Context: an optimization exercise on an open-source flow, tuned for small area, a short achievable clock period and few clock cycles per item. The choices shown serve that exercise and are no tape-out recipe.
At most, simulation tests tie the RTL to the original design; equivalence was not proved.

==> flow/design.v (excerpt) <==
module exec_unit_top
(
    input  logic        clk,
    input  logic        rst,
    input  logic        branch_mispredict,
    input  logic        in_valid,
    input  logic [6:0]  opcode,
    input  logic [6:0]  funct7,
    input  logic [2:0]  funct3,
    input  logic        alu_cmp,
    input  logic [2:0]  aluop,
    input  logic [2:0]  cmpop,
    input  logic [31:0] rs1_v,
    input  logic [31:0] rs2_v,
    input  logic [3:0]  rob_id_dest,
    output logic        ready,
    output logic [3:0]  rob_id,
    output logic [31:0] rd_data
);
    logic is_m, is_mul, is_div;
    assign is_m   = (opcode == 7'b0110011) && (funct7 == 7'b0000001);
    assign is_mul = is_m & ~funct3[2];
    assign is_div = is_m &  funct3[2];
    logic        busy, done;
    logic [3:0]  cnt;
    logic [63:0] acc;      
    logic [1:0]  pend;     
    logic [32:0] bal;      
    logic [31:0] alu_f;
    alu_cmp_unit u_alu (
        .alu_cmp(alu_cmp), .aluop(aluop), .cmpop(cmpop),
        .a(rs1_v), .b(rs2_v), .f(alu_f)
    );
  ...
For scale: about 5,100 cells after synthesis, roughly 110 flip-flops.
make LEC_CHECK=0 ABC_AREA=1 CAP_MARGIN=20 CORE_MARGIN=2 CORE_UTILIZATION=30 SETUP_SLACK_MARGIN=2 SLEW_MARGIN=20 finish   # period 12.0 ns
run.sh (not shown) runs the stock make flow with config.mk's settings and CLKGATE_MAP_FILE= SYNTH_SCRIPT=/design/flow/synth_recipe.tcl, a recipe that flattens the netlist after the stock synthesis.
Testbench counts at the start, summed over its fixed seeds: cycles 10,517, items 5,600.
Edit:
Settings changed: CORE_UTILIZATION 30 to 40, SETUP_SLACK_MARGIN 2 to 3.
Effect:
- via count is higher by 5.8%
- cell area is higher by 11%
- worst hold slack improves by 0.014 ns
- global-route usage is higher by 11 points
- worst setup slack improves by 0.60 ns

========
exec_unit_top again, from the RTL that the note above started with.
clock: 12.0 ns
lec_check: 0
abc_area: 1
cap_margin: 20
core_margin: 2
core_utilization: 40
setup_slack_margin: 1
slew_margin: 20
The first run finished with timing, DRC and antenna clean.
Testbench counts at the start, summed over its fixed seeds: cycles 10,517, items 5,600.
Rerun with:
- SETUP_SLACK_MARGIN: 1 -> 2
Outcome: Final cell count came out higher slightly. Hold slack degrades by 0.033 ns. Sequential share of layout area came out lower by 0.12 points. Design area came out higher by a few percent. Register-to-register slack improves by 0.32 ns.
Rerun with:
- SETUP_SLACK_MARGIN: 2 -> 2.5
Outcome:
- worst hold slack is better by 0.025 ns
- via count rose by about 1.2%
- die area does not change
- wire length rose by 1.4%
- synthesized cell count is unchanged
- final area rose by 3.8%
- fmax rose by 6.1%
- first-iteration DRC count rose by 0.82%
- setup slack is better by 0.57 ns
Rerun with:
- CORE_UTILIZATION: 40 -> 50
- SETUP_SLACK_MARGIN: 2.5 -> 2
Effect: The changed run finished clean. Fmax drops by about 7%. Core utilization climbs by 11 points. Clock skew drops by 0.010 ns. Routed wire length drops by about 1.8%. Worst setup slack gets worse by 0.71 ns. Final area drops by 3.4%. Global-route usage climbs by 8.8 points.
Rerun with:
- ABC_AREA: 1 -> not set
- CORE_UTILIZATION: 50 -> 40
- GPL_TIMING_DRIVEN: not set -> 0
Non-clock buffer count rose by 241; utilization fell by 10 points; routed wire length rose by 22%; global-route usage fell by 2.6 points; setup slack gets worse by 0.0066 ns; final cell count fell by 5.4%.

========
Another version of the RTL of exec_unit_top (not shown whole).
Size: roughly 4200 cells after synthesis, ~110 flip-flops, about 130 I/O pins.
make LEC_CHECK=0 CAP_MARGIN=20 CORE_MARGIN=2 CORE_UTILIZATION=40 SETUP_SLACK_MARGIN=2 SLEW_MARGIN=20 finish   # period 12.0 ns
==> next run, changes <==
--- a/flow/config.mk
+++ b/flow/config.mk
@@ -9,4 +9,4 @@
 export CORE_MARGIN = 2
 export CORE_UTILIZATION = 40
-export SETUP_SLACK_MARGIN = 2
+export SETUP_SLACK_MARGIN = 4
 export SLEW_MARGIN = 20
=> Sequential share of layout area falls by 1.2 points; utilization rose by 7.0 points; non-clock buffer count is higher by 230; via count increases by about 7%; synthesized area is unchanged.
No functional check of the RTL was part of any run of this note.

[static timing again, ports no longer ideal]
In the flow no input, the clock included, has a driving cell. The finished layouts below were timed again as built, in two steps.
Step 1 assumes that a clkbuf_16 drives the clock port and a buf_2 every other input.
Step 2 also shifts input and output timing later by t, the mid clock arrival at the registers, as if the neighbouring blocks saw the same clock.
Three values: ideal ports, drivers, drivers and shift; two values: the first two.
run	t (ns)	setup WS [ns]	worst setup path at the end
the first run of note 1	0.465	2.107 / 2.041 / 1.892	input to register
the second run of note 1	0.469	2.709 / 2.677 / 2.237	input to register
the first run of note 2	0.474	1.332 / 1.266 / 1.042	input to register
the second run of note 2	0.476	2.036 / 2.012 / 1.904	input to register
the third run of note 2	0.471	2.608 / 2.586 / 2.197	input to register
the fourth run of note 2	0.454	1.895 / 1.872 / 1.854	input to register
the fifth run of note 2	0.469	1.889 / 1.906 / 1.437	input to register
the first run of note 3	0.471	2.030 / 2.002 / 1.629	input to register
the second run of note 3	0.466	2.927 / 2.951 / 2.485	input to register
After both steps setup and hold are still met in every run listed. The setup slack of the second run of note 1, which loses most, moves by -0.032 ns with the drivers and by -0.472 ns with both steps.
